Context: an optimization exercise on an open-source flow, tuned for small area. The choices shown serve that exercise and are no tape-out recipe.
In this exercise RTL edits were held to simulation tests only and were not proved equivalent to the original.
No activity file was given, so power comes from the tool's default toggle rates.

## job 105
==> flow/design.v <==
module arbiter (
    input  wire clk,
    input  wire reset,
    input  wire req_1,
    input  wire req_2,
    output wire stall_1,
    output wire stall_2
);
	reg       grant_1, grant_2;
	reg       req_1_d, req_2_d;
	reg [2:0] cnt;
	wire      sat = cnt[2] & ~cnt[1];
	always @(posedge clk) begin
		if (reset) begin
			grant_1 <= 1'b0;
			grant_2 <= 1'b0;
			req_1_d <= 1'b0;
			req_2_d <= 1'b0;
			cnt     <= 3'd0;
		end else begin
			grant_1 <= req_1 & (~req_2 | ~sat);
			grant_2 <= req_2 & (~req_1 | sat);
			req_1_d <= req_1;
			req_2_d <= req_2;
			if (grant_1)      cnt <= sat ? cnt : {cnt[1:0], ~cnt[2]};
			else if (grant_2) cnt <= 3'd0;
		end
	end
	assign stall_1 = req_1_d & ~grant_1;
	assign stall_2 = req_2_d & ~grant_2;
endmodule
module shared_resource (
	input 	wire	clk,
	input 	wire	reset,
	input 	wire [31:0] resource_input,
	output 	wire [31:0] resource_output
);
	reg [31:0] mem_out;
	assign resource_output = mem_out;
	always @(posedge clk) begin
		if (reset) begin
			mem_out <= 'd0;
		end
		else begin	
			case (resource_input)
				'd1  : mem_out <= 'd92;
				'd2  : mem_out <= 'd48;
				'd3  : mem_out <= 'd41;
				'd4  : mem_out <= 'd33;
				'd5  : mem_out <= 'd28;
				'd6  : mem_out <= 'd35;
				'd7  : mem_out <= 'd86;
				'd8  : mem_out <= 'd41;
				'd9  : mem_out <= 'd57;
				'd10 : mem_out <= 'd67;
				'd11 : mem_out <= 'd12;
				'd12 : mem_out <= 'd27;
				'd13 : mem_out <= 'd6;
				'd14 : mem_out <= 'd77;
				'd15 : mem_out <= 'd89;
				'd16 : mem_out <= 'd14;
				'd17 : mem_out <= 'd67;
				'd18 : mem_out <= 'd85;
				'd19 : mem_out <= 'd64;
				'd20 : mem_out <= 'd86;
				'd21 : mem_out <= 'd7;
				'd22 : mem_out <= 'd7;
				'd23 : mem_out <= 'd91;
				'd24 : mem_out <= 'd69;
				'd25 : mem_out <= 'd86;
				'd26 : mem_out <= 'd46;
				'd27 : mem_out <= 'd34;
				'd28 : mem_out <= 'd5;
				'd29 : mem_out <= 'd92;
				'd30 : mem_out <= 'd25;
				'd31 : mem_out <= 'd97;
				'd32 : mem_out <= 'd25;
				'hFFFFFFFF : 	mem_out <= 'hFFFFFFFF;
				default:		mem_out <= 'hFFFFFFFF;
			endcase
		end
	end
endmodule
module pipeline_unit (
    input  wire         clk,
    input  wire         reset,
    input  wire [31:0]  inputs,
    input  wire         in_valid,
    input  wire         flush,
    output wire [31:0]  outputs,
    output wire         push
);
	reg [31:0] d0, d1, d2;
	reg        c1;
	reg        v0, v1, v2;
	wire [16:0] cl;
	wire [15:0] sl;
	assign sl[0] = d0[0];
	assign sl[1] = ~d0[1];
	assign sl[2] = d0[2] ^ d0[1];
	assign sl[3] = ~(d0[3] ^ (d0[2] & d0[1]));
	assign cl[4] = d0[3] | (d0[2] & d0[1]);
	genvar i;
	generate
		for (i = 4; i < 16; i = i + 1) begin : g_lo
			assign sl[i]   = d0[i] ^ cl[i];
			assign cl[i+1] = d0[i] & cl[i];
		end
	endgenerate
	wire [32:16] ch;
	wire [31:16] sh;
	assign ch[16] = c1;
	generate
		for (i = 16; i < 32; i = i + 1) begin : g_hi
			assign sh[i]   = d1[i] ^ ch[i];
			assign ch[i+1] = d1[i] & ch[i];
		end
	endgenerate
	always @(posedge clk) begin
		d0 <= inputs;
		d1 <= {d0[31:16], sl};
		c1 <= cl[16];
		d2 <= {sh, d1[15:0]};
	end
	always @(posedge clk) begin
		if (reset | flush) begin
			v0 <= 1'b0;
			v1 <= 1'b0;
			v2 <= 1'b0;
		end else begin
			v0 <= in_valid;
			v1 <= v0;
			v2 <= v1;
		end
	end
	assign outputs = d2;
	assign push    = v2 & ~flush;
endmodule
module buffer_slots (
    input  wire        clk,
    input  wire        reset,
    input  wire [31:0] inputs,
    input  wire        stall,
    input  wire        push,
    output reg  [31:0] outputs,
    output reg         valid
);
	reg [31:0] slot [7:0];
	reg [4:0]  count;
	wire empty = (count == 5'd0);
	wire write = push & stall;
	wire pop   = ~push & ~empty & ~stall;
	integer i;
	always @(posedge clk) begin
		if (write) begin
			slot[0] <= inputs;
			for (i = 1; i < 8; i = i + 1) slot[i] <= slot[i-1];
		end
	end
	wire [4:0] up_t, dn_t;
	assign up_t[0] = write;
	assign dn_t[0] = pop;
	genvar j;
	generate
		for (j = 1; j < 5; j = j + 1) begin : g_cnt
			assign up_t[j] = up_t[j-1] &  count[j-1];
			assign dn_t[j] = dn_t[j-1] & ~count[j-1];
		end
	endgenerate
	always @(posedge clk) begin
		if (reset) count <= 5'd0;
		else       count <= count ^ (up_t | dn_t);
	end
	always @(posedge clk) begin
		if (reset)      valid <= 1'b0;
		else if (push)  valid <= ~stall;
		else if (empty) valid <= 1'b0;
		else if (~stall) valid <= 1'b1;
	end
	wire       hold = ~push & stall;
	wire       take = ~push & ~stall;
	wire [7:0] sel;
	genvar k;
	generate
		for (k = 0; k < 8; k = k + 1) begin : g_sel
			assign sel[k] = take & (count[2:0] == k);
		end
	endgenerate
	wire [31:0] next_out;
	generate
		for (k = 0; k < 32; k = k + 1) begin : g_bit
			out_bit u_bit (
				.push (push),
				.word (inputs[k]),
				.hold (hold),
				.q    (outputs[k]),
				.sel  (sel),
				.e    ({slot[6][k], slot[5][k], slot[4][k], slot[3][k],
				        slot[2][k], slot[1][k], slot[0][k], slot[7][k]}),
				.y    (next_out[k])
			);
		end
	endgenerate
	always @(posedge clk) outputs <= next_out;
endmodule
module out_bit (
    input  wire       push,
    input  wire       word,
    input  wire       hold,
    input  wire       q,
    input  wire [7:0] sel,
    input  wire [7:0] e,
    output wire       y
);
	wire y1, y2, y3, y4;
	gate_aoi222 u1 (.a1(push),   .a2(word), .b1(hold),   .b2(q),    .c1(sel[0]), .c2(e[0]), .y(y1));
	gate_aoi222 u2 (.a1(sel[1]), .a2(e[1]), .b1(sel[2]), .b2(e[2]), .c1(sel[3]), .c2(e[3]), .y(y2));
	gate_aoi222 u3 (.a1(sel[4]), .a2(e[4]), .b1(sel[5]), .b2(e[5]), .c1(sel[6]), .c2(e[6]), .y(y3));
	gate_nand2  u4 (.a(sel[7]), .b(e[7]), .y(y4));
	gate_nand4  u5 (.a(y1), .b(y2), .c(y3), .d(y4), .y(y));
endmodule
module gate_aoi222 (
    input  wire a1, a2, b1, b2, c1, c2,
    output wire y
);
	assign y = ~((a1 & a2) | (b1 & b2) | (c1 & c2));
endmodule
module gate_nand2 (
    input  wire a, b,
    output wire y
);
	assign y = ~(a & b);
endmodule
module gate_nand4 (
    input  wire a, b, c, d,
    output wire y
);
	assign y = ~(a & b & c & d);
endmodule
module pipeline_top (
    input  wire         clk,
    input  wire         reset,
    input  wire [31:0]  inputs,
    input  wire         in_valid,
    input  wire         flush,
    input  wire         stall,
    output wire [31:0]  outputs,
    output wire         out_valid
);
	wire [31:0] word;
	wire        push;
	pipeline_unit pipeline_unit_inst (
		.clk      (clk),
		.reset    (reset),
		.inputs   (inputs),
		.in_valid (in_valid),
		.flush    (flush),
		.outputs  (word),
		.push     (push)
	);
	buffer_slots buffer_slots_inst (
		.clk     (clk),
		.reset   (reset),
		.inputs  (word),
		.stall   (stall),
		.push    (push),
		.outputs (outputs),
		.valid   (out_valid)
	);
endmodule
module pipeline_wrapped (
    input  wire        clk,
    input  wire        reset,
    input  wire [31:0] pipeline1_inputs,
    input  wire [31:0] pipeline2_inputs,
    input  wire [1:0]  in_valid,
    input  wire        flush_1,
    input  wire        flush_2,
    output wire [31:0] pipeline1_outputs,
    output wire [31:0] pipeline2_outputs,
    output wire [1:0]  out_valid
);
	wire stall_1, stall_2;
	arbiter arbiter_inst (
		.clk     (clk),
		.reset   (reset),
		.req_1   (out_valid[0]),
		.req_2   (out_valid[1]),
		.stall_1 (stall_1),
		.stall_2 (stall_2)
	);
	pipeline_top pipeline_1 (
		.clk       (clk),
		.reset     (reset),
		.inputs    (pipeline1_inputs),
		.in_valid  (in_valid[0]),
		.flush     (flush_1),
		.stall     (stall_1),
		.outputs   (pipeline1_outputs),
		.out_valid (out_valid[0])
	);
	pipeline_top pipeline_2 (
		.clk       (clk),
		.reset     (reset),
		.inputs    (pipeline2_inputs),
		.in_valid  (in_valid[1]),
		.flush     (flush_2),
		.stall     (stall_2),
		.outputs   (pipeline2_outputs),
		.out_valid (out_valid[1])
	);
endmodule
clock: 5.0 ns
lec_check: 0
cap_margin: 20
core_margin: 2
core_utilization: 70
slew_margin: 20
synth_hierarchical: 1
synth_minimum_keep_size: 0
buffer_ports_args: -buffer_cell sky130_fd_sc_hd__buf_1
cts_args: -sink_clustering_enable -repair_clock_nets -dont_use_dummy_load -buf_list sky130_fd_sc_hd__clkbuf_8 -sink_clustering_size 16 -sink_clustering_max_diameter 50
standard.sh (not shown) runs the stock make flow with config.mk's settings and CLKGATE_MAP_FILE= SYNTH_SCRIPT=/design/flow/synth_recipe.tcl, a recipe that flattens the netlist after the stock synthesis.
==> flow/flow/run.sh <==
#!/bin/bash
# Standard layout (the standard.sh, standard synthesis unchanged) with two
# changes: ports are buffered with buf_1 instead of the default buffer cell, and
# clock tree synthesis inserts no dummy loads and uses clkbuf_8 buffers driving
# clusters of up to 16 flip-flops within 50 um.
set -euo pipefail
cat >> config.mk <<'EOF'
export BUFFER_PORTS_ARGS = -buffer_cell sky130_fd_sc_hd__buf_1
export CTS_ARGS = -sink_clustering_enable -repair_clock_nets -dont_use_dummy_load -buf_list sky130_fd_sc_hd__clkbuf_8 -sink_clustering_size 16 -sink_clustering_max_diameter 50
EOF
bash standard.sh > standard.log 2>&1
--- input diff job 105..job 104 ---
diff --git a/flow/design.v b/flow/design.v
--- a/flow/design.v
+++ b/flow/design.v
@@ -9,7 +9,7 @@
 	reg       grant_1, grant_2;
 	reg       req_1_d, req_2_d;
 	reg [2:0] cnt;
-	wire      sat = cnt[2] & ~cnt[1];
+	wire      sat = (cnt == 3'd5);
 	always @(posedge clk) begin
 		if (reset) begin
 			grant_1 <= 1'b0;
@@ -22,7 +22,7 @@
 			grant_2 <= req_2 & (~req_1 | sat);
 			req_1_d <= req_1;
 			req_2_d <= req_2;
-			if (grant_1)      cnt <= sat ? cnt : {cnt[1:0], ~cnt[2]};
+			if (grant_1)      cnt <= sat ? cnt : cnt + 3'd1;
 			else if (grant_2) cnt <= 3'd0;
 		end
 	end
@@ -157,19 +157,10 @@
 			for (i = 1; i < 8; i = i + 1) slot[i] <= slot[i-1];
 		end
 	end
-	wire [4:0] up_t, dn_t;
-	assign up_t[0] = write;
-	assign dn_t[0] = pop;
-	genvar j;
-	generate
-		for (j = 1; j < 5; j = j + 1) begin : g_cnt
-			assign up_t[j] = up_t[j-1] &  count[j-1];
-			assign dn_t[j] = dn_t[j-1] & ~count[j-1];
-		end
-	endgenerate
 	always @(posedge clk) begin
-		if (reset) count <= 5'd0;
-		else       count <= count ^ (up_t | dn_t);
+		if (reset)      count <= 5'd0;
+		else if (write) count <= count + 5'd1;
+		else if (pop)   count <= count - 5'd1;
 	end
 	always @(posedge clk) begin
 		if (reset)      valid <= 1'b0;
Findings:
- Relative to job 105, the cell area after technology mapping of job 104 is higher by about 0.8%.
- Cmp job 105 and job 104 / multi-input gate count / higher: job 104
- Job 104 ends up with a hold slack that is 0.048 ns lower than in job 105.
- Delta (job 104 minus job 105): cell area after layout grew by about 0.6%, number of cells on the worst hold path now sits at about the same level, setup slack of the critical path after layout saw an increase.
- Job 104 vs job 105 on pin count of the biggest net entering global routing: job 104 is the higher one.
- Relative to job 105, share of total power in combinational logic has gone up in job 104.
- The lower fraction of area in multi-input gates of job 105 and job 104 is in job 105.
- There was hardly any difference in first-pass GRT wire length between job 105 and job 104.
- Job 104 against job 105: share of final layout cell area taken by clock buffers and inverters held, filler-free cell count of the finished design went up 1.2%, fraction of layout instances using a drive strength above 1 held.

[what the ideal ports hide]
In the flow no input, the clock included, has a driving cell. The finished layouts below were timed again as built, in two steps. Step 1, drivers: a clkbuf_16 drives clk and a buf_2 each remaining input, both assumed. Step 2 adds t to the input delays and takes it off the output delays; t is the mean of the earliest and latest rising clock arrival at the registers after step 1. Input paths then give back, and output paths get back, about the clock's delay inside the block. Three values: ideal ports, drivers, drivers and shift; two values: the first two.
run | t (ns) | setup slack, ns | worst setup path at the end | cell pins on the clock port's net
job 105 | 0.696 | 1.345 / 1.345 / 1.345 | register to register | 1
job 104 | 0.703 | 1.564 / 1.564 / 1.418 | input to register | 1
After both steps every run listed still meets setup and hold. The setup slack of job 104, which loses most, moves by 0.000 ns with the drivers and by -0.146 ns with both steps.
